This design comes from an exercise in tuning for small area on the open sky130 flow, not from production work.
The RTL was checked by simulation tests, not by an equivalence proof against the original design.

## FFT
module FFT(
input clk,
input rst_n,
input in_valid,
input signed [11:0] din_r,
input signed [11:0] din_i,
output out_valid,
output signed [15:0] dout_r,
output signed [15:0] dout_i
);
reg [31:0] R [0:31];       
reg [7:0]  t;              
reg        ov;             
reg        osel;           
wire run = in_valid | (t != 8'd0);
wire [7:0] tn = t + 8'd1;
always @(posedge clk or negedge rst_n) begin
	if (!rst_n) begin
		t    <= 8'd0;
		ov   <= 1'b0;
		osel <= 1'b0;
	end else begin
		if (run && t != 8'd160) t <= tn;
		ov   <= (t >= 8'd102 && t < 8'd118) || (t >= 8'd135 && t < 8'd151);
		osel <= (t < 8'd118) ? t[0] : !t[0];
	end
end
assign out_valid = ov;
assign dout_r = osel ? R[23][31:16] : R[6][31:16];
assign dout_i = osel ? R[23][15:0]  : R[6][15:0];
function [15:0] radd(input [15:0] a, input [15:0] b, input ci);
	integer j;
	reg c;
	begin
		c = ci;
		for (j = 0; j < 16; j = j + 1) begin
			radd[j] = a[j] ^ b[j] ^ c;
			c = (a[j] & b[j]) | (a[j] & c) | (b[j] & c);
		end
	end
endfunction
  ...
For scale: ~1000 flip-flops, roughly 0.043 mm² of cells after synthesis.
==> flow/config.mk <==
export PLATFORM = sky130hd
export DESIGN_NAME = FFT
export DESIGN_NICKNAME = FFT
export VERILOG_FILES = /design/flow/design.v
export SDC_FILE = /design/flow/constraint.sdc
export NUM_CORES = 4
export LEC_CHECK = 0
export ABC_AREA = 1
export CAP_MARGIN = 10
export CORE_MARGIN = 2
export CORE_UTILIZATION = 40
export CTS_BUF_LIST = sky130_fd_sc_hd__clkbuf_16
export CTS_CLUSTER_DIAMETER = 100
export CTS_CLUSTER_SIZE = 22
export SLEW_MARGIN = 10
==> flow/constraint.sdc <==
create_clock -name core_clock -period 36.0 [get_ports {clk}]
set_input_delay 7.2000 -clock core_clock [delete_from_list [all_inputs] [get_ports {clk}]]
set_output_delay 7.2000 -clock core_clock [all_outputs]
set_load 0.01 [all_outputs]
standard.sh (not shown) runs the stock make flow with config.mk's settings and CLKGATE_MAP_FILE= SYNTH_SCRIPT=/design/flow/synth_recipe.tcl, a recipe that flattens the netlist after the stock synthesis.
==> flow/flow/run.sh <==
#!/bin/bash
# The standard layout, with Yosys's early ABC pass (in synth's "fine" step) skipped, so that
# the full adders written in the RTL reach extract_fa in their own polarity. The final ABC
# mapping, the registers and their names are as in the standard synthesis.
set -euo pipefail
bash standard.sh SYNTH_ARGS=-noabc finish > flow_make.log 2>&1
Rerun with:
==> flow/flow/run.sh (replaced) <==
#!/bin/bash
# The standard layout, with three changes:
# - Yosys's early ABC pass (in synth's "fine" step) is skipped, so that the full adders written
#   in the RTL reach extract_fa in their own polarity. The final ABC mapping, the registers and
#   their names are as in the standard synthesis.
# - every port still gets its own buffer, but the smallest one (buf_1).
# - after global routing, gates with timing slack are sized down (ORFS's RECOVER_POWER step).
set -euo pipefail
bash standard.sh SYNTH_ARGS=-noabc "BUFFER_PORTS_ARGS=-buffer_cell sky130_fd_sc_hd__buf_1" RECOVER_POWER=100 finish > flow_make.log 2>&1
CTS_CLUSTER_SIZE = 27   (was 22)
Outcome: The new run completed and failed the layout checks on max-capacitance violations, max-slew violations; cell area is lower by 1.4%; non-clock buffer count is higher by 1; count of clock-buffer cells in the layout is lower by 9.
Rerun with:
==> flow/flow/run.sh (replaced) <==
#!/bin/bash
# The standard layout, with two changes:
# - Yosys's early ABC pass (in synth's "fine" step) is skipped, so that the full adders written
#   in the RTL reach extract_fa in their own polarity. The final ABC mapping, the registers and
#   their names are as in the standard synthesis.
# - every port still gets its own buffer, but the smallest one (buf_1).
set -euo pipefail
bash standard.sh SYNTH_ARGS=-noabc "BUFFER_PORTS_ARGS=-buffer_cell sky130_fd_sc_hd__buf_1" finish > flow_make.log 2>&1
CORE_UTILIZATION = 55   (was 40)
PLACE_DENSITY = 0.7   (was not set)
=> Now the flow finished with timing, DRC and antenna clean; via count came out higher slightly; hold slack improved by 0.023 ns; register-to-register slack improves by 0.55 ns; routed wire length went down by a few percent; design area fell slightly; final cell count shrinks by a little under a tenth; fmax rose by a few percent; count of clock-buffer cells in the layout goes up by 1.
Rerun with:
==> flow/run.sh (new file) <==
#!/bin/bash
# synth_recipe.tcl (not shown) runs the flow's synth.tcl, then flattens the netlist and writes it again
# the make line also repeats each setting of config.mk as NAME=value (left out here)
make -C /OpenROAD-flow-scripts/flow DESIGN_CONFIG=/design/flow/config.mk WORK_HOME=/design/flow/orfs CLKGATE_MAP_FILE= SYNTH_SCRIPT=/design/flow/synth_recipe.tcl finish
CORE_UTILIZATION = 60   (was 55)
CTS_CLUSTER_SIZE = 22   (was 27)
PLACE_DENSITY = 0.75   (was 0.7)
removed: flow/flow/run.sh
removed: flow/standard.sh
- final cell count came out higher by 5.6%
- die area came out lower by 6.2%
- wire length came out lower by 2.1%
Rerun with:
==> flow/flow/run.sh (new file) <==
#!/bin/bash
# The standard layout (standard.sh), with these changes:
# - synthesis: Yosys's early ABC pass (in synth's "fine" step) is skipped (SYNTH_ARGS=-noabc), so
#   the full adders written in the RTL reach extract_fa in their own polarity; the final ABC
#   mapping uses flow/area.abc (area-only mapping) through flow/synth_wrap.tcl, which otherwise
#   runs synth_recipe.tcl unchanged, so the registers and their names are the standard ones.
# - every port still gets its own buffer, but the smallest one (buf_1).
set -euo pipefail
here=$(pwd)
bash standard.sh SYNTH_ARGS=-noabc \
  "BUFFER_PORTS_ARGS=-buffer_cell sky130_fd_sc_hd__buf_1" \
  SYNTH_SCRIPT="$here/flow/synth_wrap.tcl" \
  FLOW_SYNTH_TCL="$here/synth_recipe.tcl" \
  AREA_ABC_SCRIPT="$here/flow/area.abc" \
  finish > flow_make.log 2>&1
==> flow/flow/area.abc (new file) <==
strash
dch
map -a
strash
dch
map -a
topo
dnsize -c
==> flow/flow/synth_wrap.tcl (new file) <==
# The standard flow's synthesis script (synth_recipe.tcl, which sources ORFS's synth.tcl) with one change:
# the final ABC technology mapping runs flow/area.abc, an area-only mapping script, in place of
# ORFS's abc_area.script. Everything else (passes, flattening, renaming, registers) is unchanged.
proc abc {args} {
  set i [lsearch $args -script]
  if {$i >= 0} { set args [lreplace $args $i [expr {$i + 1}] -script $::env(AREA_ABC_SCRIPT)] }
  yosys abc {*}$args
}
source $::env(FLOW_SYNTH_TCL)
==> flow/standard.sh (new file) <==
#!/bin/bash
# synth_recipe.tcl (not shown) runs the flow's synth.tcl, then flattens the netlist and writes it again
# the make line also repeats each setting of config.mk as NAME=value (left out here)
make -C /OpenROAD-flow-scripts/flow DESIGN_CONFIG=/design/flow/config.mk WORK_HOME=/design/flow/orfs CLKGATE_MAP_FILE= SYNTH_SCRIPT=/design/flow/synth_recipe.tcl "${@:-finish}"
CORE_UTILIZATION = 40   (was 60)
CTS_CLUSTER_SIZE = 27   (was 22)
PLACE_DENSITY = not set   (was 0.75)
removed: flow/run.sh
Effect: The changed run finished with timing, DRC and antenna clean. Maximum frequency came out lower by a few percent. Core utilization came out lower by 21 points. Non-clock buffer count came out higher by 14. Design area came out lower by a few percent. Via count came out lower by a little under a tenth. Die area came out higher by well over a third. Worst setup slack is worse by 0.55 ns. Final cell count came out lower slightly. Worst hold slack is worse by 0.025 ns. Clock skew came out higher by 0.034 ns.
Rerun with:
==> flow/flow/run.sh (replaced) <==
#!/bin/bash
# The standard layout, with Yosys's early ABC pass (in synth's "fine" step) skipped, so that
# the full adders written in the RTL reach extract_fa in their own polarity. The final ABC
# mapping, the registers and their names are as in the standard synthesis.
set -euo pipefail
bash standard.sh SYNTH_ARGS=-noabc finish > flow_make.log 2>&1
removed: flow/flow/area.abc
removed: flow/flow/synth_wrap.tcl
Result: Routed wire length rose by 1.0%; via count rose by 2.4%.

FFT, a different RTL version from the one above (not shown whole).
Size in the first run: about 1000 flip-flops, about 60 I/O pins, about 0.041 mm2 of cells after synthesis.
export LEC_CHECK = 0
export ABC_AREA = 1
export CAP_MARGIN = 10
export CORE_MARGIN = 2
export CORE_UTILIZATION = 40
export CTS_BUF_LIST = sky130_fd_sc_hd__clkbuf_16
export CTS_CLUSTER_DIAMETER = 100
export CTS_CLUSTER_SIZE = 27
export GPL_TIMING_DRIVEN = 0
export SLEW_MARGIN = 10
create_clock -name core_clock -period 36.0 [get_ports {clk}]
==> flow/flow/run.sh <==
#!/bin/bash
# The standard layout (standard.sh), with these changes:
# - synthesis: Yosys's early ABC pass (in synth's "fine" step) is skipped (SYNTH_ARGS=-noabc), so
#   the full adders written in the RTL reach extract_fa in their own polarity; the final ABC
#   mapping uses flow/area.abc (area-only mapping) through flow/synth_wrap.tcl, which otherwise
#   runs synth_recipe.tcl unchanged, so the registers and their names are the standard ones.
# - every port still gets its own buffer, but the smallest one (buf_1).
set -euo pipefail
here=$(pwd)
bash standard.sh SYNTH_ARGS=-noabc \
  "BUFFER_PORTS_ARGS=-buffer_cell sky130_fd_sc_hd__buf_1" \
  SYNTH_SCRIPT="$here/flow/synth_wrap.tcl" \
  FLOW_SYNTH_TCL="$here/synth_recipe.tcl" \
  AREA_ABC_SCRIPT="$here/flow/area.abc" \
  finish > flow_make.log 2>&1
==> flow/flow/area.abc <==
strash
dch
map -a
strash
dch
map -a
topo
dnsize -c
==> flow/flow/synth_wrap.tcl <==
# The standard flow's synthesis script (synth_recipe.tcl, which sources ORFS's synth.tcl) with one change:
# the final ABC technology mapping runs flow/area.abc, an area-only mapping script, in place of
# ORFS's abc_area.script. Everything else (passes, flattening, renaming, registers) is unchanged.
proc abc {args} {
  set i [lsearch $args -script]
  if {$i >= 0} { set args [lreplace $args $i [expr {$i + 1}] -script $::env(AREA_ABC_SCRIPT)] }
  yosys abc {*}$args
}
source $::env(FLOW_SYNTH_TCL)
The first run passed the timing, DRC and antenna checks.
==> next run, changes <==
--- a/flow/flow/run.sh
+++ b/flow/flow/run.sh
@@ -5 +5 @@
-#   mapping uses flow/area.abc (area-only mapping) through flow/synth_wrap.tcl, which otherwise
+#   mapping uses flow/area.abc (area-oriented amap mapping) through flow/synth_wrap.tcl, which otherwise
==> flow/flow/area.abc (replaced) <==
strash
dch -f
amap
topo
dnsize -c
--- a/flow/flow/synth_wrap.tcl
+++ b/flow/flow/synth_wrap.tcl
@@ -2 +2 @@
-# the final ABC technology mapping runs flow/area.abc, an area-only mapping script, in place of
+# the final ABC technology mapping runs flow/area.abc, an area-oriented mapping script (amap), in place of
CAP_MARGIN = 0   (was 10)
GPL_TIMING_DRIVEN = not set   (was 0)
SLEW_MARGIN = 0   (was 10)
=> The new run ran to the end with no violations. Global-route usage goes up by 1.9 points. Setup slack improves by 850 ps. Hold slack degrades by 15 ps. Die area goes down by 0.71%. Cell count goes down by 0.78%. Maximum frequency goes up by about 4%.
==> next run, changes <==
--- a/flow/flow/run.sh
+++ b/flow/flow/run.sh
@@ -5 +5 @@
-#   mapping uses flow/area.abc (area-oriented amap mapping) through flow/synth_wrap.tcl, which otherwise
+#   mapping uses flow/area.abc (area-only mapping) through flow/synth_wrap.tcl, which otherwise
==> flow/flow/area.abc (replaced) <==
strash
dch
map -a
strash
dch
map -a
topo
dnsize -c
--- a/flow/flow/synth_wrap.tcl
+++ b/flow/flow/synth_wrap.tcl
@@ -2 +2 @@
-# the final ABC technology mapping runs flow/area.abc, an area-oriented mapping script (amap), in place of
+# the final ABC technology mapping runs flow/area.abc, an area-only mapping script, in place of
CAP_MARGIN = 10   (was 0)
SLEW_MARGIN = 10   (was 0)
Final cell count went up by 1.7%.
Final area climbs by 0.62%.
Flip-flop and latch count stays the same.
Setup slack gets better by 770 ps.
Fmax goes up by 3.6%.
Via count fell by 1.9%.
Clock skew goes down by 4.6 ps.
Non-clock buffer count increases by 9.
Die area increases by 0.71%.

== branch nickel ==
Another version of the RTL of FFT (not shown whole).
For scale: roughly 4200 cells after synthesis, roughly 1000 flip-flops, about 60 I/O pins, about 45000 sq um of cells after synthesis.
clock: 36.0 ns
lec_check: 0
abc_area: 1
cap_margin: 20
core_margin: 2
core_utilization: 40
slew_margin: 20
run.sh (not shown) runs the stock make flow with config.mk's settings and CLKGATE_MAP_FILE= SYNTH_SCRIPT=/design/flow/synth_recipe.tcl, a recipe that flattens the netlist after the stock synthesis.
Stock flow here: none of the scripts above is used.
[inputs] branch garnet vs branch nickel
Settings: an added CTS_CLUSTER_SIZE of 22; a change of SLEW_MARGIN from 20 to 10; a change of CAP_MARGIN from 20 to 10; an added CTS_BUF_LIST of sky130_fd_sc_hd__clkbuf_16; an added CTS_CLUSTER_DIAMETER of 100.
==> summary.txt <==
For the share of post-route cells with drive strength above 1, branch garnet came in 2.4 points lower than branch nickel did. Compared with branch nickel, in branch garnet synthesized cell count held; global-route wire length before repair went down about 1.7%; register-to-register slack went up 0.04 ns. Summary of branch garnet over branch nickel: post-route cell area has decreased, utilization after layout has decreased. In the reports for branch garnet and branch nickel, the larger post-route worst setup slack belongs to branch garnet.

== the baseline ==
FFT with an RTL version that a note above also has.
Size in the first run: roughly 1000 flip-flops, roughly 60 I/O pins, about 43000 µm² of cells after synthesis.
Design FFT, start of the top module:
module FFT(
input clk,
input rst_n,
input in_valid,
input signed [11:0] din_r,
input signed [11:0] din_i,
output out_valid,
output signed [15:0] dout_r,
output signed [15:0] dout_i
);
Settings: LEC_CHECK=0, ABC_AREA=1, CAP_MARGIN=10, CORE_MARGIN=2, CORE_UTILIZATION=40, CTS_BUF_LIST=sky130_fd_sc_hd__clkbuf_16, CTS_CLUSTER_DIAMETER=100, CTS_CLUSTER_SIZE=27, SLEW_MARGIN=10; clock period 36.0 ns.
standard.sh (not shown) runs the stock make flow with config.mk's settings and CLKGATE_MAP_FILE= SYNTH_SCRIPT=/design/flow/synth_recipe.tcl, a recipe that flattens the netlist after the stock synthesis.
==> flow/flow/run.sh <==
#!/bin/bash
# The standard layout, with two changes:
# - Yosys's early ABC pass (in synth's "fine" step) is skipped, so that the full adders written
#   in the RTL reach extract_fa in their own polarity. The final ABC mapping, the registers and
#   their names are as in the standard synthesis.
# - every port still gets its own buffer, but the smallest one (buf_1).
set -euo pipefail
bash standard.sh SYNTH_ARGS=-noabc "BUFFER_PORTS_ARGS=-buffer_cell sky130_fd_sc_hd__buf_1" finish > flow_make.log 2>&1
Per the final summary, the baseline finished and its layout is clean on timing, DRC and antenna.
> inputs changed (the baseline -> the candidate)
# the baseline
export LEC_CHECK = 0
export ABC_AREA = 1
export CAP_MARGIN = 10
export CORE_MARGIN = 2
export CORE_UTILIZATION = 40
export CTS_BUF_LIST = sky130_fd_sc_hd__clkbuf_16
export CTS_CLUSTER_DIAMETER = 100
export CTS_CLUSTER_SIZE = 27
export SLEW_MARGIN = 10
create_clock -name core_clock -period 36.0 [get_ports {clk}]
# the candidate
export LEC_CHECK = 0
export ABC_AREA = 1
export CAP_MARGIN = 10
export CORE_MARGIN = 2
export CORE_UTILIZATION = 40
export CTS_BUF_LIST = sky130_fd_sc_hd__clkbuf_16
export CTS_CLUSTER_DIAMETER = 100
export CTS_CLUSTER_SIZE = 22
export SLEW_MARGIN = 10
create_clock -name core_clock -period 36.0 [get_ports {clk}]
==> flow/run.sh (new file) <==
#!/bin/bash
# synth_recipe.tcl (not shown) runs the flow's synth.tcl, then flattens the netlist and writes it again
# the make line also repeats each setting of config.mk as NAME=value (left out here)
make -C /OpenROAD-flow-scripts/flow DESIGN_CONFIG=/design/flow/config.mk WORK_HOME=/design/flow/orfs CLKGATE_MAP_FILE= SYNTH_SCRIPT=/design/flow/synth_recipe.tcl finish
removed: flow/flow/run.sh
removed: flow/standard.sh
Notes after the runs:
- The baseline has higher data arrival time at the worst-slack endpoint than the candidate.
- Lower clock insertion delay at the later pin of the skew report among the candidate and the baseline: the baseline
- The candidate vs the baseline: average cell area after synthesis down by a few percent
- Re slew of the pin with the lowest slew margin: the candidate and the baseline aren't equal, and the higher value belongs to the candidate.
- Compared with the baseline, the candidate improves time the worst path needs with I/O delays and setup.
- Lower number of buffers and inverters on the critical path among the candidate and the baseline: the baseline

separate check: timing with driven ports:
The flow's constraints put no driver on any port. The routed layouts listed below were extracted and timed again, unchanged, in two steps. Step 1 (the two cells are an assumption about what drives the block):
set clk [get_ports {clk}]
set_driving_cell -lib_cell sky130_fd_sc_hd__clkbuf_16 $clk
set_driving_cell -lib_cell sky130_fd_sc_hd__buf_2 [delete_from_list [all_inputs] $clk]
Step 2 also shifts input and output timing later by t, the mid clock arrival at the registers, as if the neighbouring blocks saw the same clock. Three values: no drivers, after step 1, after step 2; two values: the first two.
| run | t (ns) | setup WS [ns] | hold slack, ns | clock arrival spread, ns |
|---|---|---|---|---|
| the first run of note 1 | 0.696 | 13.643 / 13.668 / 12.973 | 0.313 / 0.313 / 0.313 | 0.039 / 0.039 |
| the second run of note 1 | 0.682 | 13.374 / 13.407 / 12.725 | 0.296 / 0.296 / 0.296 | 0.055 / 0.056 |
| the third run of note 1 | 0.687 | 13.965 / 14.000 / 13.313 | 0.319 / 0.319 / 0.319 | 0.038 / 0.038 |
| the fourth run of note 1 | 0.697 | 14.238 / 14.228 / 13.531 | 0.319 / 0.319 / 0.319 | 0.026 / 0.026 |
| the fifth run of note 1 | 0.683 | 13.686 / 13.713 / 13.030 | 0.294 / 0.294 / 0.294 | 0.061 / 0.060 |
| the sixth run of note 1 | 0.691 | 13.625 / 13.653 / 12.962 | 0.315 / 0.315 / 0.315 | 0.041 / 0.040 |
| the first run of note 2 | 0.685 | 13.181 / 13.221 / 12.536 | 0.315 / 0.315 / 0.315 | 0.041 / 0.041 |
| the second run of note 2 | 0.680 | 14.031 / 14.073 / 13.393 | 0.300 / 0.300 / 0.300 | 0.049 / 0.048 |
| the third run of note 2 | 0.683 | 14.798 / 14.845 / 14.161 | 0.320 / 0.320 / 0.320 | 0.031 / 0.031 |
| branch nickel | 0.737 | 13.553 / 13.578 / 12.841 | 0.306 / 0.306 / 0.306 | 0.042 / 0.042 |
| branch garnet | 0.714 | 13.575 / 13.599 / 12.885 | 0.308 / 0.308 / 0.308 | 0.049 / 0.050 |
| the baseline | 0.680 | 13.909 / 13.942 / 13.262 | 0.299 / 0.299 / 0.299 | 0.052 / 0.052 |
| the candidate | 0.716 | 14.239 / 14.093 / 13.377 | 0.314 / 0.314 / 0.314 | 0.029 / 0.029 |
The setup slack of the candidate, which loses most, moves by -0.146 ns with the drivers and by -0.862 ns with both steps.
